Background: an optimization exercise with open tools, aiming at small area and a short achievable clock period. Do not read the settings as production practice.
No functional check of the RTL was part of this run.

==> flow/design.v <==
module square_cell #(
	parameter J = 1
)(
	input  [J:0]   r,      
	input  [J-1:0] qn,     
	input  [1:0]   b,      
	output [J+1:0] nr,
	output [J:0]   nqn
);
	wire [J+2:0] d = {r, b} + {1'b1, qn, 2'b11};
	wire ge = ~d[J+2];
	assign nqn = {qn, ~ge};
	assign nr = ge ? d[J+1:0] : {r[J-1:0], b};
endmodule
module square_cell4 #(
	parameter J = 1
)(
	input  [J:0]   r,      
	input  [J-1:0] qn,     
	input  [3:0]   b,      
	output [J+2:0] nr,
	output [J+1:0] nqn
);
	wire [J+5:0] t = {1'b0, r, b};
	wire [J+5:0] d1 = t + {3'b111, qn, 3'b111};             
	wire [J+5:0] d2 = t + {2'b11, qn, 4'b1100};             
	wire [J+5:0] d3 = t + {3'b111, qn, 3'b000} + {2'b11, qn, 4'b1111};  
	wire ge1 = ~d1[J+5];
	wire ge2 = ~d2[J+5];
	wire ge3 = ~d3[J+5];
	assign nqn = {qn, ~ge2, ~((ge1 & ~ge2) | ge3)};
	assign nr = ge3 ? d3[J+2:0] : ge2 ? d2[J+2:0] : ge1 ? d1[J+2:0] : t[J+2:0];
endmodule
module square_extractor #(
	parameter WIDTH = 32
)(
	input clk,     
	input rst_n,   
	input din_valid,
	input [2 * WIDTH - 1:0]radicand,
	output dout_valid,
	output [WIDTH - 1:0]dout,
	output [2 * WIDTH - 1:0]remainder
);
	reg [3:0] qn4;
	reg [4:0] r4;
	always @(*)
		case (radicand[63:56])
			8'd0: begin qn4 = 4'd15; r4 = 5'd0; end
			8'd1: begin qn4 = 4'd14; r4 = 5'd0; end
			8'd2: begin qn4 = 4'd14; r4 = 5'd1; end
			8'd3: begin qn4 = 4'd14; r4 = 5'd2; end
			8'd4: begin qn4 = 4'd13; r4 = 5'd0; end
			8'd5: begin qn4 = 4'd13; r4 = 5'd1; end
			8'd6: begin qn4 = 4'd13; r4 = 5'd2; end
			8'd7: begin qn4 = 4'd13; r4 = 5'd3; end
			8'd8: begin qn4 = 4'd13; r4 = 5'd4; end
			8'd9: begin qn4 = 4'd12; r4 = 5'd0; end
			8'd10: begin qn4 = 4'd12; r4 = 5'd1; end
			8'd11: begin qn4 = 4'd12; r4 = 5'd2; end
			8'd12: begin qn4 = 4'd12; r4 = 5'd3; end
			8'd13: begin qn4 = 4'd12; r4 = 5'd4; end
			8'd14: begin qn4 = 4'd12; r4 = 5'd5; end
			8'd15: begin qn4 = 4'd12; r4 = 5'd6; end
			8'd16: begin qn4 = 4'd11; r4 = 5'd0; end
			8'd17: begin qn4 = 4'd11; r4 = 5'd1; end
			8'd18: begin qn4 = 4'd11; r4 = 5'd2; end
			8'd19: begin qn4 = 4'd11; r4 = 5'd3; end
			8'd20: begin qn4 = 4'd11; r4 = 5'd4; end
			8'd21: begin qn4 = 4'd11; r4 = 5'd5; end
			8'd22: begin qn4 = 4'd11; r4 = 5'd6; end
			8'd23: begin qn4 = 4'd11; r4 = 5'd7; end
			8'd24: begin qn4 = 4'd11; r4 = 5'd8; end
			8'd25: begin qn4 = 4'd10; r4 = 5'd0; end
			8'd26: begin qn4 = 4'd10; r4 = 5'd1; end
			8'd27: begin qn4 = 4'd10; r4 = 5'd2; end
			8'd28: begin qn4 = 4'd10; r4 = 5'd3; end
			8'd29: begin qn4 = 4'd10; r4 = 5'd4; end
			8'd30: begin qn4 = 4'd10; r4 = 5'd5; end
			8'd31: begin qn4 = 4'd10; r4 = 5'd6; end
			8'd32: begin qn4 = 4'd10; r4 = 5'd7; end
			8'd33: begin qn4 = 4'd10; r4 = 5'd8; end
			8'd34: begin qn4 = 4'd10; r4 = 5'd9; end
			8'd35: begin qn4 = 4'd10; r4 = 5'd10; end
			8'd36: begin qn4 = 4'd9; r4 = 5'd0; end
			8'd37: begin qn4 = 4'd9; r4 = 5'd1; end
			8'd38: begin qn4 = 4'd9; r4 = 5'd2; end
			8'd39: begin qn4 = 4'd9; r4 = 5'd3; end
			8'd40: begin qn4 = 4'd9; r4 = 5'd4; end
			8'd41: begin qn4 = 4'd9; r4 = 5'd5; end
			8'd42: begin qn4 = 4'd9; r4 = 5'd6; end
			8'd43: begin qn4 = 4'd9; r4 = 5'd7; end
			8'd44: begin qn4 = 4'd9; r4 = 5'd8; end
			8'd45: begin qn4 = 4'd9; r4 = 5'd9; end
			8'd46: begin qn4 = 4'd9; r4 = 5'd10; end
			8'd47: begin qn4 = 4'd9; r4 = 5'd11; end
			8'd48: begin qn4 = 4'd9; r4 = 5'd12; end
			8'd49: begin qn4 = 4'd8; r4 = 5'd0; end
			8'd50: begin qn4 = 4'd8; r4 = 5'd1; end
			8'd51: begin qn4 = 4'd8; r4 = 5'd2; end
			8'd52: begin qn4 = 4'd8; r4 = 5'd3; end
			8'd53: begin qn4 = 4'd8; r4 = 5'd4; end
			8'd54: begin qn4 = 4'd8; r4 = 5'd5; end
			8'd55: begin qn4 = 4'd8; r4 = 5'd6; end
			8'd56: begin qn4 = 4'd8; r4 = 5'd7; end
			8'd57: begin qn4 = 4'd8; r4 = 5'd8; end
			8'd58: begin qn4 = 4'd8; r4 = 5'd9; end
			8'd59: begin qn4 = 4'd8; r4 = 5'd10; end
			8'd60: begin qn4 = 4'd8; r4 = 5'd11; end
			8'd61: begin qn4 = 4'd8; r4 = 5'd12; end
			8'd62: begin qn4 = 4'd8; r4 = 5'd13; end
			8'd63: begin qn4 = 4'd8; r4 = 5'd14; end
			8'd64: begin qn4 = 4'd7; r4 = 5'd0; end
			8'd65: begin qn4 = 4'd7; r4 = 5'd1; end
			8'd66: begin qn4 = 4'd7; r4 = 5'd2; end
			8'd67: begin qn4 = 4'd7; r4 = 5'd3; end
			8'd68: begin qn4 = 4'd7; r4 = 5'd4; end
			8'd69: begin qn4 = 4'd7; r4 = 5'd5; end
			8'd70: begin qn4 = 4'd7; r4 = 5'd6; end
			8'd71: begin qn4 = 4'd7; r4 = 5'd7; end
			8'd72: begin qn4 = 4'd7; r4 = 5'd8; end
			8'd73: begin qn4 = 4'd7; r4 = 5'd9; end
			8'd74: begin qn4 = 4'd7; r4 = 5'd10; end
			8'd75: begin qn4 = 4'd7; r4 = 5'd11; end
			8'd76: begin qn4 = 4'd7; r4 = 5'd12; end
			8'd77: begin qn4 = 4'd7; r4 = 5'd13; end
			8'd78: begin qn4 = 4'd7; r4 = 5'd14; end
			8'd79: begin qn4 = 4'd7; r4 = 5'd15; end
			8'd80: begin qn4 = 4'd7; r4 = 5'd16; end
			8'd81: begin qn4 = 4'd6; r4 = 5'd0; end
			8'd82: begin qn4 = 4'd6; r4 = 5'd1; end
			8'd83: begin qn4 = 4'd6; r4 = 5'd2; end
			8'd84: begin qn4 = 4'd6; r4 = 5'd3; end
			8'd85: begin qn4 = 4'd6; r4 = 5'd4; end
			8'd86: begin qn4 = 4'd6; r4 = 5'd5; end
			8'd87: begin qn4 = 4'd6; r4 = 5'd6; end
			8'd88: begin qn4 = 4'd6; r4 = 5'd7; end
			8'd89: begin qn4 = 4'd6; r4 = 5'd8; end
			8'd90: begin qn4 = 4'd6; r4 = 5'd9; end
			8'd91: begin qn4 = 4'd6; r4 = 5'd10; end
			8'd92: begin qn4 = 4'd6; r4 = 5'd11; end
			8'd93: begin qn4 = 4'd6; r4 = 5'd12; end
			8'd94: begin qn4 = 4'd6; r4 = 5'd13; end
			8'd95: begin qn4 = 4'd6; r4 = 5'd14; end
			8'd96: begin qn4 = 4'd6; r4 = 5'd15; end
			8'd97: begin qn4 = 4'd6; r4 = 5'd16; end
			8'd98: begin qn4 = 4'd6; r4 = 5'd17; end
			8'd99: begin qn4 = 4'd6; r4 = 5'd18; end
			8'd100: begin qn4 = 4'd5; r4 = 5'd0; end
			8'd101: begin qn4 = 4'd5; r4 = 5'd1; end
			8'd102: begin qn4 = 4'd5; r4 = 5'd2; end
			8'd103: begin qn4 = 4'd5; r4 = 5'd3; end
			8'd104: begin qn4 = 4'd5; r4 = 5'd4; end
			8'd105: begin qn4 = 4'd5; r4 = 5'd5; end
			8'd106: begin qn4 = 4'd5; r4 = 5'd6; end
			8'd107: begin qn4 = 4'd5; r4 = 5'd7; end
			8'd108: begin qn4 = 4'd5; r4 = 5'd8; end
			8'd109: begin qn4 = 4'd5; r4 = 5'd9; end
			8'd110: begin qn4 = 4'd5; r4 = 5'd10; end
			8'd111: begin qn4 = 4'd5; r4 = 5'd11; end
			8'd112: begin qn4 = 4'd5; r4 = 5'd12; end
			8'd113: begin qn4 = 4'd5; r4 = 5'd13; end
			8'd114: begin qn4 = 4'd5; r4 = 5'd14; end
			8'd115: begin qn4 = 4'd5; r4 = 5'd15; end
			8'd116: begin qn4 = 4'd5; r4 = 5'd16; end
			8'd117: begin qn4 = 4'd5; r4 = 5'd17; end
			8'd118: begin qn4 = 4'd5; r4 = 5'd18; end
			8'd119: begin qn4 = 4'd5; r4 = 5'd19; end
			8'd120: begin qn4 = 4'd5; r4 = 5'd20; end
			8'd121: begin qn4 = 4'd4; r4 = 5'd0; end
			8'd122: begin qn4 = 4'd4; r4 = 5'd1; end
			8'd123: begin qn4 = 4'd4; r4 = 5'd2; end
			8'd124: begin qn4 = 4'd4; r4 = 5'd3; end
			8'd125: begin qn4 = 4'd4; r4 = 5'd4; end
			8'd126: begin qn4 = 4'd4; r4 = 5'd5; end
			8'd127: begin qn4 = 4'd4; r4 = 5'd6; end
			8'd128: begin qn4 = 4'd4; r4 = 5'd7; end
			8'd129: begin qn4 = 4'd4; r4 = 5'd8; end
			8'd130: begin qn4 = 4'd4; r4 = 5'd9; end
			8'd131: begin qn4 = 4'd4; r4 = 5'd10; end
			8'd132: begin qn4 = 4'd4; r4 = 5'd11; end
			8'd133: begin qn4 = 4'd4; r4 = 5'd12; end
			8'd134: begin qn4 = 4'd4; r4 = 5'd13; end
			8'd135: begin qn4 = 4'd4; r4 = 5'd14; end
			8'd136: begin qn4 = 4'd4; r4 = 5'd15; end
			8'd137: begin qn4 = 4'd4; r4 = 5'd16; end
			8'd138: begin qn4 = 4'd4; r4 = 5'd17; end
			8'd139: begin qn4 = 4'd4; r4 = 5'd18; end
			8'd140: begin qn4 = 4'd4; r4 = 5'd19; end
			8'd141: begin qn4 = 4'd4; r4 = 5'd20; end
			8'd142: begin qn4 = 4'd4; r4 = 5'd21; end
			8'd143: begin qn4 = 4'd4; r4 = 5'd22; end
			8'd144: begin qn4 = 4'd3; r4 = 5'd0; end
			8'd145: begin qn4 = 4'd3; r4 = 5'd1; end
			8'd146: begin qn4 = 4'd3; r4 = 5'd2; end
			8'd147: begin qn4 = 4'd3; r4 = 5'd3; end
			8'd148: begin qn4 = 4'd3; r4 = 5'd4; end
			8'd149: begin qn4 = 4'd3; r4 = 5'd5; end
			8'd150: begin qn4 = 4'd3; r4 = 5'd6; end
			8'd151: begin qn4 = 4'd3; r4 = 5'd7; end
			8'd152: begin qn4 = 4'd3; r4 = 5'd8; end
			8'd153: begin qn4 = 4'd3; r4 = 5'd9; end
			8'd154: begin qn4 = 4'd3; r4 = 5'd10; end
			8'd155: begin qn4 = 4'd3; r4 = 5'd11; end
			8'd156: begin qn4 = 4'd3; r4 = 5'd12; end
			8'd157: begin qn4 = 4'd3; r4 = 5'd13; end
			8'd158: begin qn4 = 4'd3; r4 = 5'd14; end
			8'd159: begin qn4 = 4'd3; r4 = 5'd15; end
			8'd160: begin qn4 = 4'd3; r4 = 5'd16; end
			8'd161: begin qn4 = 4'd3; r4 = 5'd17; end
			8'd162: begin qn4 = 4'd3; r4 = 5'd18; end
			8'd163: begin qn4 = 4'd3; r4 = 5'd19; end
			8'd164: begin qn4 = 4'd3; r4 = 5'd20; end
			8'd165: begin qn4 = 4'd3; r4 = 5'd21; end
			8'd166: begin qn4 = 4'd3; r4 = 5'd22; end
			8'd167: begin qn4 = 4'd3; r4 = 5'd23; end
			8'd168: begin qn4 = 4'd3; r4 = 5'd24; end
			8'd169: begin qn4 = 4'd2; r4 = 5'd0; end
			8'd170: begin qn4 = 4'd2; r4 = 5'd1; end
			8'd171: begin qn4 = 4'd2; r4 = 5'd2; end
			8'd172: begin qn4 = 4'd2; r4 = 5'd3; end
			8'd173: begin qn4 = 4'd2; r4 = 5'd4; end
			8'd174: begin qn4 = 4'd2; r4 = 5'd5; end
			8'd175: begin qn4 = 4'd2; r4 = 5'd6; end
			8'd176: begin qn4 = 4'd2; r4 = 5'd7; end
			8'd177: begin qn4 = 4'd2; r4 = 5'd8; end
			8'd178: begin qn4 = 4'd2; r4 = 5'd9; end
			8'd179: begin qn4 = 4'd2; r4 = 5'd10; end
			8'd180: begin qn4 = 4'd2; r4 = 5'd11; end
			8'd181: begin qn4 = 4'd2; r4 = 5'd12; end
			8'd182: begin qn4 = 4'd2; r4 = 5'd13; end
			8'd183: begin qn4 = 4'd2; r4 = 5'd14; end
			8'd184: begin qn4 = 4'd2; r4 = 5'd15; end
			8'd185: begin qn4 = 4'd2; r4 = 5'd16; end
			8'd186: begin qn4 = 4'd2; r4 = 5'd17; end
			8'd187: begin qn4 = 4'd2; r4 = 5'd18; end
			8'd188: begin qn4 = 4'd2; r4 = 5'd19; end
			8'd189: begin qn4 = 4'd2; r4 = 5'd20; end
			8'd190: begin qn4 = 4'd2; r4 = 5'd21; end
			8'd191: begin qn4 = 4'd2; r4 = 5'd22; end
			8'd192: begin qn4 = 4'd2; r4 = 5'd23; end
			8'd193: begin qn4 = 4'd2; r4 = 5'd24; end
			8'd194: begin qn4 = 4'd2; r4 = 5'd25; end
			8'd195: begin qn4 = 4'd2; r4 = 5'd26; end
			8'd196: begin qn4 = 4'd1; r4 = 5'd0; end
			8'd197: begin qn4 = 4'd1; r4 = 5'd1; end
			8'd198: begin qn4 = 4'd1; r4 = 5'd2; end
			8'd199: begin qn4 = 4'd1; r4 = 5'd3; end
			8'd200: begin qn4 = 4'd1; r4 = 5'd4; end
			8'd201: begin qn4 = 4'd1; r4 = 5'd5; end
			8'd202: begin qn4 = 4'd1; r4 = 5'd6; end
			8'd203: begin qn4 = 4'd1; r4 = 5'd7; end
			8'd204: begin qn4 = 4'd1; r4 = 5'd8; end
			8'd205: begin qn4 = 4'd1; r4 = 5'd9; end
			8'd206: begin qn4 = 4'd1; r4 = 5'd10; end
			8'd207: begin qn4 = 4'd1; r4 = 5'd11; end
			8'd208: begin qn4 = 4'd1; r4 = 5'd12; end
			8'd209: begin qn4 = 4'd1; r4 = 5'd13; end
			8'd210: begin qn4 = 4'd1; r4 = 5'd14; end
			8'd211: begin qn4 = 4'd1; r4 = 5'd15; end
			8'd212: begin qn4 = 4'd1; r4 = 5'd16; end
			8'd213: begin qn4 = 4'd1; r4 = 5'd17; end
			8'd214: begin qn4 = 4'd1; r4 = 5'd18; end
			8'd215: begin qn4 = 4'd1; r4 = 5'd19; end
			8'd216: begin qn4 = 4'd1; r4 = 5'd20; end
			8'd217: begin qn4 = 4'd1; r4 = 5'd21; end
			8'd218: begin qn4 = 4'd1; r4 = 5'd22; end
			8'd219: begin qn4 = 4'd1; r4 = 5'd23; end
			8'd220: begin qn4 = 4'd1; r4 = 5'd24; end
			8'd221: begin qn4 = 4'd1; r4 = 5'd25; end
			8'd222: begin qn4 = 4'd1; r4 = 5'd26; end
			8'd223: begin qn4 = 4'd1; r4 = 5'd27; end
			8'd224: begin qn4 = 4'd1; r4 = 5'd28; end
			8'd225: begin qn4 = 4'd0; r4 = 5'd0; end
			8'd226: begin qn4 = 4'd0; r4 = 5'd1; end
			8'd227: begin qn4 = 4'd0; r4 = 5'd2; end
			8'd228: begin qn4 = 4'd0; r4 = 5'd3; end
			8'd229: begin qn4 = 4'd0; r4 = 5'd4; end
			8'd230: begin qn4 = 4'd0; r4 = 5'd5; end
			8'd231: begin qn4 = 4'd0; r4 = 5'd6; end
			8'd232: begin qn4 = 4'd0; r4 = 5'd7; end
			8'd233: begin qn4 = 4'd0; r4 = 5'd8; end
			8'd234: begin qn4 = 4'd0; r4 = 5'd9; end
			8'd235: begin qn4 = 4'd0; r4 = 5'd10; end
			8'd236: begin qn4 = 4'd0; r4 = 5'd11; end
			8'd237: begin qn4 = 4'd0; r4 = 5'd12; end
			8'd238: begin qn4 = 4'd0; r4 = 5'd13; end
			8'd239: begin qn4 = 4'd0; r4 = 5'd14; end
			8'd240: begin qn4 = 4'd0; r4 = 5'd15; end
			8'd241: begin qn4 = 4'd0; r4 = 5'd16; end
			8'd242: begin qn4 = 4'd0; r4 = 5'd17; end
			8'd243: begin qn4 = 4'd0; r4 = 5'd18; end
			8'd244: begin qn4 = 4'd0; r4 = 5'd19; end
			8'd245: begin qn4 = 4'd0; r4 = 5'd20; end
			8'd246: begin qn4 = 4'd0; r4 = 5'd21; end
			8'd247: begin qn4 = 4'd0; r4 = 5'd22; end
			8'd248: begin qn4 = 4'd0; r4 = 5'd23; end
			8'd249: begin qn4 = 4'd0; r4 = 5'd24; end
			8'd250: begin qn4 = 4'd0; r4 = 5'd25; end
			8'd251: begin qn4 = 4'd0; r4 = 5'd26; end
			8'd252: begin qn4 = 4'd0; r4 = 5'd27; end
			8'd253: begin qn4 = 4'd0; r4 = 5'd28; end
			8'd254: begin qn4 = 4'd0; r4 = 5'd29; end
			8'd255: begin qn4 = 4'd0; r4 = 5'd30; end
			default: begin qn4 = 4'd0; r4 = 5'd0; end
		endcase
	wire [55:0] x4 = radicand[55:0];
	reg v_s0;
	reg [3:0] qn_s0;
	reg [4:0] r_s0;
	reg [55:0] x_s0;
	always @(posedge clk or negedge rst_n)
		if (!rst_n) v_s0 <= 1'b0;
		else v_s0 <= din_valid;
	always @(posedge clk) begin qn_s0 <= qn4; r_s0 <= r4; x_s0 <= x4; end
	wire [4:0] qn5;
	wire [5:0] r5;
	square_cell #(.J(4)) u_step4 (.r(r_s0), .qn(qn_s0), .b(x_s0[55:54]), .nr(r5), .nqn(qn5));
	wire [53:0] x5 = x_s0[53:0];
	reg v_s1;
	reg [4:0] qn_s1;
	reg [5:0] r_s1;
	reg [53:0] x_s1;
	always @(posedge clk or negedge rst_n)
		if (!rst_n) v_s1 <= 1'b0;
		else v_s1 <= v_s0;
	always @(posedge clk) begin qn_s1 <= qn5; r_s1 <= r5; x_s1 <= x5; end
	wire [5:0] qn6;
	wire [6:0] r6;
	square_cell #(.J(5)) u_step5 (.r(r_s1), .qn(qn_s1), .b(x_s1[53:52]), .nr(r6), .nqn(qn6));
	wire [51:0] x6 = x_s1[51:0];
	reg v_s2;
	reg [5:0] qn_s2;
	reg [6:0] r_s2;
	reg [51:0] x_s2;
	always @(posedge clk or negedge rst_n)
		if (!rst_n) v_s2 <= 1'b0;
		else v_s2 <= v_s1;
	always @(posedge clk) begin qn_s2 <= qn6; r_s2 <= r6; x_s2 <= x6; end
	wire [6:0] qn7;
	wire [7:0] r7;
	square_cell #(.J(6)) u_step6 (.r(r_s2), .qn(qn_s2), .b(x_s2[51:50]), .nr(r7), .nqn(qn7));
	wire [49:0] x7 = x_s2[49:0];
	reg v_s3;
	reg [6:0] qn_s3;
	reg [7:0] r_s3;
	reg [49:0] x_s3;
	always @(posedge clk or negedge rst_n)
		if (!rst_n) v_s3 <= 1'b0;
		else v_s3 <= v_s2;
	always @(posedge clk) begin qn_s3 <= qn7; r_s3 <= r7; x_s3 <= x7; end
	wire [7:0] qn8;
	wire [8:0] r8;
	square_cell #(.J(7)) u_step7 (.r(r_s3), .qn(qn_s3), .b(x_s3[49:48]), .nr(r8), .nqn(qn8));
	wire [47:0] x8 = x_s3[47:0];
	reg v_s4;
	reg [7:0] qn_s4;
	reg [8:0] r_s4;
	reg [47:0] x_s4;
	always @(posedge clk or negedge rst_n)
		if (!rst_n) v_s4 <= 1'b0;
		else v_s4 <= v_s3;
	always @(posedge clk) begin qn_s4 <= qn8; r_s4 <= r8; x_s4 <= x8; end
	wire [8:0] qn9;
	wire [9:0] r9;
	square_cell #(.J(8)) u_step8 (.r(r_s4), .qn(qn_s4), .b(x_s4[47:46]), .nr(r9), .nqn(qn9));
	wire [45:0] x9 = x_s4[45:0];
	reg v_s5;
	reg [8:0] qn_s5;
	reg [9:0] r_s5;
	reg [45:0] x_s5;
	always @(posedge clk or negedge rst_n)
		if (!rst_n) v_s5 <= 1'b0;
		else v_s5 <= v_s4;
	always @(posedge clk) begin qn_s5 <= qn9; r_s5 <= r9; x_s5 <= x9; end
	wire [9:0] qn10;
	wire [10:0] r10;
	square_cell #(.J(9)) u_step9 (.r(r_s5), .qn(qn_s5), .b(x_s5[45:44]), .nr(r10), .nqn(qn10));
	wire [43:0] x10 = x_s5[43:0];
	reg v_s6;
	reg [9:0] qn_s6;
	reg [10:0] r_s6;
	reg [43:0] x_s6;
	always @(posedge clk or negedge rst_n)
		if (!rst_n) v_s6 <= 1'b0;
		else v_s6 <= v_s5;
	always @(posedge clk) begin qn_s6 <= qn10; r_s6 <= r10; x_s6 <= x10; end
	wire [10:0] qn11;
	wire [11:0] r11;
	square_cell #(.J(10)) u_step10 (.r(r_s6), .qn(qn_s6), .b(x_s6[43:42]), .nr(r11), .nqn(qn11));
	wire [41:0] x11 = x_s6[41:0];
	reg v_s7;
	reg [10:0] qn_s7;
	reg [11:0] r_s7;
	reg [41:0] x_s7;
	always @(posedge clk or negedge rst_n)
		if (!rst_n) v_s7 <= 1'b0;
		else v_s7 <= v_s6;
	always @(posedge clk) begin qn_s7 <= qn11; r_s7 <= r11; x_s7 <= x11; end
	wire [11:0] qn12;
	wire [12:0] r12;
	square_cell #(.J(11)) u_step11 (.r(r_s7), .qn(qn_s7), .b(x_s7[41:40]), .nr(r12), .nqn(qn12));
	wire [39:0] x12 = x_s7[39:0];
	reg v_s8;
	reg [11:0] qn_s8;
	reg [12:0] r_s8;
	reg [39:0] x_s8;
	always @(posedge clk or negedge rst_n)
		if (!rst_n) v_s8 <= 1'b0;
		else v_s8 <= v_s7;
	always @(posedge clk) begin qn_s8 <= qn12; r_s8 <= r12; x_s8 <= x12; end
	wire [12:0] qn13;
	wire [13:0] r13;
	square_cell #(.J(12)) u_step12 (.r(r_s8), .qn(qn_s8), .b(x_s8[39:38]), .nr(r13), .nqn(qn13));
	wire [37:0] x13 = x_s8[37:0];
	reg v_s9;
	reg [12:0] qn_s9;
	reg [13:0] r_s9;
	reg [37:0] x_s9;
	always @(posedge clk or negedge rst_n)
		if (!rst_n) v_s9 <= 1'b0;
		else v_s9 <= v_s8;
	always @(posedge clk) begin qn_s9 <= qn13; r_s9 <= r13; x_s9 <= x13; end
	wire [13:0] qn14;
	wire [14:0] r14;
	square_cell #(.J(13)) u_step13 (.r(r_s9), .qn(qn_s9), .b(x_s9[37:36]), .nr(r14), .nqn(qn14));
	wire [35:0] x14 = x_s9[35:0];
	reg v_s10;
	reg [13:0] qn_s10;
	reg [14:0] r_s10;
	reg [35:0] x_s10;
	always @(posedge clk or negedge rst_n)
		if (!rst_n) v_s10 <= 1'b0;
		else v_s10 <= v_s9;
	always @(posedge clk) begin qn_s10 <= qn14; r_s10 <= r14; x_s10 <= x14; end
	wire [14:0] qn15;
	wire [15:0] r15;
	square_cell #(.J(14)) u_step14 (.r(r_s10), .qn(qn_s10), .b(x_s10[35:34]), .nr(r15), .nqn(qn15));
	wire [33:0] x15 = x_s10[33:0];
	reg v_s11;
	reg [14:0] qn_s11;
	reg [15:0] r_s11;
	reg [33:0] x_s11;
	always @(posedge clk or negedge rst_n)
		if (!rst_n) v_s11 <= 1'b0;
		else v_s11 <= v_s10;
	always @(posedge clk) begin qn_s11 <= qn15; r_s11 <= r15; x_s11 <= x15; end
	wire [15:0] qn16;
	wire [16:0] r16;
	square_cell #(.J(15)) u_step15 (.r(r_s11), .qn(qn_s11), .b(x_s11[33:32]), .nr(r16), .nqn(qn16));
	wire [31:0] x16 = x_s11[31:0];
	reg v_s12;
	reg [15:0] qn_s12;
	reg [16:0] r_s12;
	reg [31:0] x_s12;
	always @(posedge clk or negedge rst_n)
		if (!rst_n) v_s12 <= 1'b0;
		else v_s12 <= v_s11;
	always @(posedge clk) begin qn_s12 <= qn16; r_s12 <= r16; x_s12 <= x16; end
	wire [16:0] qn17;
	wire [17:0] r17;
	square_cell #(.J(16)) u_step16 (.r(r_s12), .qn(qn_s12), .b(x_s12[31:30]), .nr(r17), .nqn(qn17));
	wire [29:0] x17 = x_s12[29:0];
	reg v_s13;
	reg [16:0] qn_s13;
	reg [17:0] r_s13;
	reg [29:0] x_s13;
	always @(posedge clk or negedge rst_n)
		if (!rst_n) v_s13 <= 1'b0;
		else v_s13 <= v_s12;
	always @(posedge clk) begin qn_s13 <= qn17; r_s13 <= r17; x_s13 <= x17; end
	wire [17:0] qn18;
	wire [18:0] r18;
	square_cell #(.J(17)) u_step17 (.r(r_s13), .qn(qn_s13), .b(x_s13[29:28]), .nr(r18), .nqn(qn18));
	wire [27:0] x18 = x_s13[27:0];
	reg v_s14;
	reg [17:0] qn_s14;
	reg [18:0] r_s14;
	reg [27:0] x_s14;
	always @(posedge clk or negedge rst_n)
		if (!rst_n) v_s14 <= 1'b0;
		else v_s14 <= v_s13;
	always @(posedge clk) begin qn_s14 <= qn18; r_s14 <= r18; x_s14 <= x18; end
	wire [18:0] qn19;
	wire [19:0] r19;
	square_cell #(.J(18)) u_step18 (.r(r_s14), .qn(qn_s14), .b(x_s14[27:26]), .nr(r19), .nqn(qn19));
	wire [25:0] x19 = x_s14[25:0];
	reg v_s15;
	reg [18:0] qn_s15;
	reg [19:0] r_s15;
	reg [25:0] x_s15;
	always @(posedge clk or negedge rst_n)
		if (!rst_n) v_s15 <= 1'b0;
		else v_s15 <= v_s14;
	always @(posedge clk) begin qn_s15 <= qn19; r_s15 <= r19; x_s15 <= x19; end
	wire [19:0] qn20;
	wire [20:0] r20;
	square_cell #(.J(19)) u_step19 (.r(r_s15), .qn(qn_s15), .b(x_s15[25:24]), .nr(r20), .nqn(qn20));
	wire [23:0] x20 = x_s15[23:0];
	reg v_s16;
	reg [19:0] qn_s16;
	reg [20:0] r_s16;
	reg [23:0] x_s16;
	always @(posedge clk or negedge rst_n)
		if (!rst_n) v_s16 <= 1'b0;
		else v_s16 <= v_s15;
	always @(posedge clk) begin qn_s16 <= qn20; r_s16 <= r20; x_s16 <= x20; end
	wire [20:0] qn21;
	wire [21:0] r21;
	square_cell #(.J(20)) u_step20 (.r(r_s16), .qn(qn_s16), .b(x_s16[23:22]), .nr(r21), .nqn(qn21));
	wire [21:0] x21 = x_s16[21:0];
	reg v_s17;
	reg [20:0] qn_s17;
	reg [21:0] r_s17;
	reg [21:0] x_s17;
	always @(posedge clk or negedge rst_n)
		if (!rst_n) v_s17 <= 1'b0;
		else v_s17 <= v_s16;
	always @(posedge clk) begin qn_s17 <= qn21; r_s17 <= r21; x_s17 <= x21; end
	wire [21:0] qn22;
	wire [22:0] r22;
	square_cell #(.J(21)) u_step21 (.r(r_s17), .qn(qn_s17), .b(x_s17[21:20]), .nr(r22), .nqn(qn22));
	wire [19:0] x22 = x_s17[19:0];
	reg v_s18;
	reg [21:0] qn_s18;
	reg [22:0] r_s18;
	reg [19:0] x_s18;
	always @(posedge clk or negedge rst_n)
		if (!rst_n) v_s18 <= 1'b0;
		else v_s18 <= v_s17;
	always @(posedge clk) begin qn_s18 <= qn22; r_s18 <= r22; x_s18 <= x22; end
	wire [22:0] qn23;
	wire [23:0] r23;
	square_cell #(.J(22)) u_step22 (.r(r_s18), .qn(qn_s18), .b(x_s18[19:18]), .nr(r23), .nqn(qn23));
	wire [17:0] x23 = x_s18[17:0];
	reg v_s19;
	reg [22:0] qn_s19;
	reg [23:0] r_s19;
	reg [17:0] x_s19;
	always @(posedge clk or negedge rst_n)
		if (!rst_n) v_s19 <= 1'b0;
		else v_s19 <= v_s18;
	always @(posedge clk) begin qn_s19 <= qn23; r_s19 <= r23; x_s19 <= x23; end
	wire [23:0] qn24;
	wire [24:0] r24;
	square_cell #(.J(23)) u_step23 (.r(r_s19), .qn(qn_s19), .b(x_s19[17:16]), .nr(r24), .nqn(qn24));
	wire [15:0] x24 = x_s19[15:0];
	reg v_s20;
	reg [23:0] qn_s20;
	reg [24:0] r_s20;
	reg [15:0] x_s20;
	always @(posedge clk or negedge rst_n)
		if (!rst_n) v_s20 <= 1'b0;
		else v_s20 <= v_s19;
	always @(posedge clk) begin qn_s20 <= qn24; r_s20 <= r24; x_s20 <= x24; end
	wire [24:0] qn25;
	wire [25:0] r25;
	square_cell #(.J(24)) u_step24 (.r(r_s20), .qn(qn_s20), .b(x_s20[15:14]), .nr(r25), .nqn(qn25));
	wire [13:0] x25 = x_s20[13:0];
	reg v_s21;
	reg [24:0] qn_s21;
	reg [25:0] r_s21;
	reg [13:0] x_s21;
	always @(posedge clk or negedge rst_n)
		if (!rst_n) v_s21 <= 1'b0;
		else v_s21 <= v_s20;
	always @(posedge clk) begin qn_s21 <= qn25; r_s21 <= r25; x_s21 <= x25; end
	wire [25:0] qn26;
	wire [26:0] r26;
	square_cell #(.J(25)) u_step25 (.r(r_s21), .qn(qn_s21), .b(x_s21[13:12]), .nr(r26), .nqn(qn26));
	wire [11:0] x26 = x_s21[11:0];
	reg v_s22;
	reg [25:0] qn_s22;
	reg [26:0] r_s22;
	reg [11:0] x_s22;
	always @(posedge clk or negedge rst_n)
		if (!rst_n) v_s22 <= 1'b0;
		else v_s22 <= v_s21;
	always @(posedge clk) begin qn_s22 <= qn26; r_s22 <= r26; x_s22 <= x26; end
	wire [26:0] qn27;
	wire [27:0] r27;
	square_cell #(.J(26)) u_step26 (.r(r_s22), .qn(qn_s22), .b(x_s22[11:10]), .nr(r27), .nqn(qn27));
	wire [9:0] x27 = x_s22[9:0];
	reg v_s23;
	reg [26:0] qn_s23;
	reg [27:0] r_s23;
	reg [9:0] x_s23;
	always @(posedge clk or negedge rst_n)
		if (!rst_n) v_s23 <= 1'b0;
		else v_s23 <= v_s22;
	always @(posedge clk) begin qn_s23 <= qn27; r_s23 <= r27; x_s23 <= x27; end
	wire [27:0] qn28;
	wire [28:0] r28;
	square_cell #(.J(27)) u_step27 (.r(r_s23), .qn(qn_s23), .b(x_s23[9:8]), .nr(r28), .nqn(qn28));
	wire [7:0] x28 = x_s23[7:0];
	reg v_s24;
	reg [27:0] qn_s24;
	reg [28:0] r_s24;
	reg [7:0] x_s24;
	always @(posedge clk or negedge rst_n)
		if (!rst_n) v_s24 <= 1'b0;
		else v_s24 <= v_s23;
	always @(posedge clk) begin qn_s24 <= qn28; r_s24 <= r28; x_s24 <= x28; end
	wire [28:0] qn29;
	wire [29:0] r29;
	square_cell #(.J(28)) u_step28 (.r(r_s24), .qn(qn_s24), .b(x_s24[7:6]), .nr(r29), .nqn(qn29));
	wire [5:0] x29 = x_s24[5:0];
	reg v_s25;
	reg [28:0] qn_s25;
	reg [29:0] r_s25;
	reg [5:0] x_s25;
	always @(posedge clk or negedge rst_n)
		if (!rst_n) v_s25 <= 1'b0;
		else v_s25 <= v_s24;
	always @(posedge clk) begin qn_s25 <= qn29; r_s25 <= r29; x_s25 <= x29; end
	wire [29:0] qn30;
	wire [30:0] r30;
	square_cell #(.J(29)) u_step29 (.r(r_s25), .qn(qn_s25), .b(x_s25[5:4]), .nr(r30), .nqn(qn30));
	wire [3:0] x30 = x_s25[3:0];
	reg v_s26;
	reg [29:0] qn_s26;
	reg [30:0] r_s26;
	reg [3:0] x_s26;
	always @(posedge clk or negedge rst_n)
		if (!rst_n) v_s26 <= 1'b0;
		else v_s26 <= v_s25;
	always @(posedge clk) begin qn_s26 <= qn30; r_s26 <= r30; x_s26 <= x30; end
	wire [30:0] qn31;
	wire [31:0] r31;
	square_cell #(.J(30)) u_step30 (.r(r_s26), .qn(qn_s26), .b(x_s26[3:2]), .nr(r31), .nqn(qn31));
	wire [1:0] x31 = x_s26[1:0];
	reg v_s27;
	reg [30:0] qn_s27;
	reg [31:0] r_s27;
	reg [1:0] x_s27;
	always @(posedge clk or negedge rst_n)
		if (!rst_n) v_s27 <= 1'b0;
		else v_s27 <= v_s26;
	always @(posedge clk) begin qn_s27 <= qn31; r_s27 <= r31; x_s27 <= x31; end
	wire [31:0] qn32;
	wire [32:0] r32;
	square_cell #(.J(31)) u_step31 (.r(r_s27), .qn(qn_s27), .b(x_s27[1:0]), .nr(r32), .nqn(qn32));
	reg v_s28;
	reg [31:0] qn_s28;
	reg [32:0] r_s28;
	always @(posedge clk or negedge rst_n)
		if (!rst_n) v_s28 <= 1'b0;
		else v_s28 <= v_s27;
	always @(posedge clk) begin qn_s28 <= qn32; r_s28 <= r32; end
	assign dout_valid = v_s28;
	assign dout = ~qn_s28;
	assign remainder = {31'b0, r_s28};
endmodule
==> flow/run.sh <==
#!/bin/bash
# synth_recipe.tcl (not shown) runs the flow's synth.tcl, then flattens the netlist and writes it again
# the make line also repeats each setting of config.mk as NAME=value (left out here)
make -C /OpenROAD-flow-scripts/flow DESIGN_CONFIG=/design/flow/config.mk WORK_HOME=/design/flow/orfs CLKGATE_MAP_FILE= SYNTH_SCRIPT=/design/flow/synth_recipe.tcl finish
==> flow/config.mk <==
export PLATFORM = sky130hd
export DESIGN_NAME = square_extractor
export DESIGN_NICKNAME = square_extractor
export VERILOG_FILES = /design/flow/design.v
export SDC_FILE = /design/flow/constraint.sdc
export NUM_CORES = 8
export LEC_CHECK = 0
export ABC_AREA = 1
export CAP_MARGIN = 20
export CORE_MARGIN = 2
export CORE_UTILIZATION = 40
export CTS_CLUSTER_DIAMETER = 60
export CTS_CLUSTER_SIZE = 30
export SETUP_SLACK_MARGIN = 3
export SLEW_MARGIN = 20
==> flow/constraint.sdc <==
create_clock -name core_clock -period 5.5 [get_ports {clk}]
set_input_delay 1.1000 -clock core_clock [delete_from_list [all_inputs] [get_ports {clk}]]
set_output_delay 1.1000 -clock core_clock [all_outputs]
set_load 0.01 [all_outputs]
==> flow_metrics.env <==
export IMPL_status="complete, no violations"
export IMPL_critPathKind="reg2reg"
export IMPL_grt_overflow=0
export IMPL_globalRouteMet2Util_pct=36.6
export IMPL_die_area_um2=203000
export IMPL_fmax_mhz=404
export IMPL_area_growth_pct=14.6
export IMPL_wl_per_cell_um=18.7
export IMPL_grtUsageMet1_pct=32.7
export IMPL_hold_class="reg2reg"
export IMPL_num_vias=65500
export IMPL_dp_slack_ps=1800
export IMPL_ios=164
export IMPL_portBuffers=132
export IMPL_fin_ws_ps=3020
export IMPL_crit_path_max_fanout=16
export IMPL_synth_simple_area_share_pct=26.1
export IMPL_cp_arrival_ps=3210
export IMPL_ys_seq_area_share_pct=48.3
export IMPL_ctsHoldBuffers=0
export IMPL_die_y_um=450
export IMPL_rows=163
export IMPL_clock_latency_ps=830
export IMPL_die_w_um=450
export IMPL_worstSetupEndpointType="flop"
export IMPL_final_cell_mix="nand2_1, dfxtp_1, inv_1, nand3_1, nor2_1"
export IMPL_htree_num_levels=4
export IMPL_layout_cells_non_filler=13100
export IMPL_hpwlAfterDp_um=193000
export IMPL_slew_headroom_pct=38.4
export IMPL_maxSlewViolCount=0
export IMPL_cts_tree="yes"
export IMPL_yosys_mux_area_fraction_pct=0
export IMPL_initial_core_util_pct=40.3
export IMPL_yosys_warnings=1
export IMPL_numCtsBuffers=145
export IMPL_path_clk_slew_ps=90
export IMPL_final_nets=11000
export IMPL_netlist_area_um2=79600
export IMPL_drt_iter0_drc=5396
export IMPL_clk_path_buf_depth=3
export IMPL_core_um2=198000
export IMPL_top_usage_layer="met2"
export IMPL_place_inst=12800
export IMPL_syn_avg_cell_area_um2=7.86
export IMPL_final_common_cell="nand2_1"
export IMPL_worst_setup_path_start_kind="flop"
export IMPL_ys_types=53
export IMPL_synth_xor_xnor_area_share_pct=3.52
export IMPL_clock_root_buffer="clkbuf_16"
export IMPL_routabilityCongestion=0.946
export IMPL_cts_num_sinks=1914
export IMPL_synth_top_family_by_area="simple AND/OR/NAND/NOR gates"
export IMPL_postRouteWirelength_um=246000
export IMPL_rsz0062_at_grt="true"
export IMPL_antenna_found_initial=6
export IMPL_tns_ps=0
export IMPL_drive_gt1_share_pct=7.09
export IMPL_required_ps=6240
export IMPL_grt_pass1_wl_um=367000
export IMPL_vias_per_cell=4.98
export IMPL_final_core_util_pct=46.2
export IMPL_finalCriticalPeriod_ps=2480
export IMPL_grtUsageTotal_pct=23.2
export IMPL_synth_compound_area_share_pct=7.33
export IMPL_drtAntennaViolNets=0
export IMPL_setup_violations_final=0
export IMPL_hold_viol=0
export IMPL_grt_start_max_net_pins=34
export IMPL_worst_pin_slew_ps=923
export IMPL_synth_fa_ha_area_share_pct=8.23
export IMPL_dr_pass1_iters=8
export IMPL_grt_pass1_vias=61800
export IMPL_hold_slack_ps=311
export IMPL_rrSetupSlack_ps=3020
export IMPL_drc=0
export IMPL_use_met3_pct=3.50
export IMPL_nFillCells=19600
export IMPL_fin_crit_sh_pct=45.0
export IMPL_ys_seq_elements=1914
export IMPL_skew_ps=62.0
export IMPL_drv_cap=0
export IMPL_syn_inst=10100
[flip-flops by register name, summed over array words and instances, names as in the netlist, 32 cells and up]
name / flops
x_s0: 56
x_s11: 34
x_s2: 52
x_s9: 38
x_s3: 50
x_s10: 36
r_s28: 33
x_s1: 54
x_s7: 42
x_s8: 40
x_s12: 32
r_s27: 32
x_s5: 46
x_s4: 48
x_s6: 44
qn_s28: 32
[cells in the mapped netlist, drive strengths merged]
library cell | number | area [µm²]
a211oi | 5 | 37.5
a21boi | 11 | 82.6
a21o | 41 | 308
a21oi | 541 | 2730
a221oi | 2 | 17.5
a31o | 1 | 8.76
a31oi | 10 | 62.6
and2 | 28 | 175
buf | 139 | 975
clkbuf | 8 | 30.0
clkinv | 3 | 11.3
conb | 1 | 3.75
dfrtp | 29 | 726
dfxtp | 1885 | 37700
ha | 524 | 6560
inv | 1103 | 4140
nand2 | 3479 | 13200
nand3 | 686 | 3530
nand3b | 13 | 97.6
nand4 | 164 | 1030
nor2 | 589 | 2220
nor3 | 77 | 400
nor3b | 2 | 15.0
nor4 | 4 | 40.0
o2111ai | 2 | 17.5
o211a | 1 | 10.0
o211ai | 10 | 75.1
o21a | 15 | 113
o21ai | 346 | 1750
o21bai | 69 | 518
o221ai | 3 | 26.3
o22ai | 5 | 31.3
o31ai | 6 | 45.0
or2 | 9 | 56.3
xnor2 | 77 | 682
xor2 | 241 | 2120
[critical path, stage by stage, from the launching register on]
cell and delay (ps):
dfxtp_1 490, ha_1 370, nand2_1 150, inv_1 50, nand2_1 60, nand2_1 60
nand2_1 70, nand2_1 120, a21oi_4 230, nand3_2 290, nand2_8 260, nand2_1 130
nand2_1 100
[path summary, 6_finish.rpt]
| path | to | start | cells after the start |
|---|---|---|---|
| setup / recovery | r_s27[18] | qn_s26[17] | 12 |
| hold / removal | x_s1[0] | x_s0[0] | 0 |
| setup reg to reg | r_s27[18] | qn_s26[17] | 12 |
| hold reg to reg | x_s1[0] | x_s0[0] | 0 |
| max in group asynchronous | v_s4 | rst_n | 2 |
| min in group asynchronous | v_s0 | rst_n | 2 |
[cell type report]
type	instances	area, µm²	area share (%)
clock inverter	110	1810	1.98
sequential	1914	38500	42.2
tap	2640	3300	3.62
inverter	1106	4160	4.56
clock buffer	160	3880	4.26
antenna	2	5.00	0.00549
timing repair buffer	197	1750	1.92
multi-input combinational	7014	37800	41.4
[per-stage QoR]
step	cell area, µm²
floorplan	79700
global placement	83400
detailed placement	83400
CTS	89500
global route	91200
finish	91200
[metal layers]
metal / up-vias / routed length [µm]
met1: 30400 / 116000
li1: 32900 / -
met5: - / 0
met2: 1946 / 108000
met4: 0 / 7150
met3: 353 / 15400
[logic make-up (layout without fill, tap and decap cells)]
kind of cell / Yosys count / in the layout
buffers and inverters: 1253 / 1573
AND/OR/NAND/NOR: 5051 / 5073
other: 1 / 33
XOR/XNOR: 318 / 318
adder cells (fa/ha/maj): 524 / 524
AO/OA/AOI/OAI: 1068 / 1068
flip-flops: 1914 / 1914
[timing repair]
action                                  in CTS  in global routing
endpoints found under the setup margin     494                460
pin swaps                                    6                 37
gates cloned                                 5                 17
resized for setup                          393                249
setup buffers                               11                 48

-- afterwards: timing with drivers on the ports --
No port has a modelled driver above. Below, the same layout with a new extraction and two added sets of constraints. Step 1 assumes that a clkbuf_16 drives the clock port and a buf_2 every other input. Step 2 moves the port delays by t, midway between the first and last clock arrival at a register: inputs arrive t later, outputs are due t later. That takes back most of the time a late clock gives input paths. Three values: ideal ports, drivers, drivers and shift; two values: the first two.
t, ns: 0.893
slack for setup (ns): 3.023 / 2.947 / 2.300
hold slack, ns: 0.311 / 0.311 / 0.311
worst setup path at the end: input to register
slew at the worst register clock pin (ns): 0.10 / 0.10
After both steps setup and hold are still met in this run. For this run, drivers alone change the setup slack by -0.076 ns; drivers and shift together by -0.723 ns.
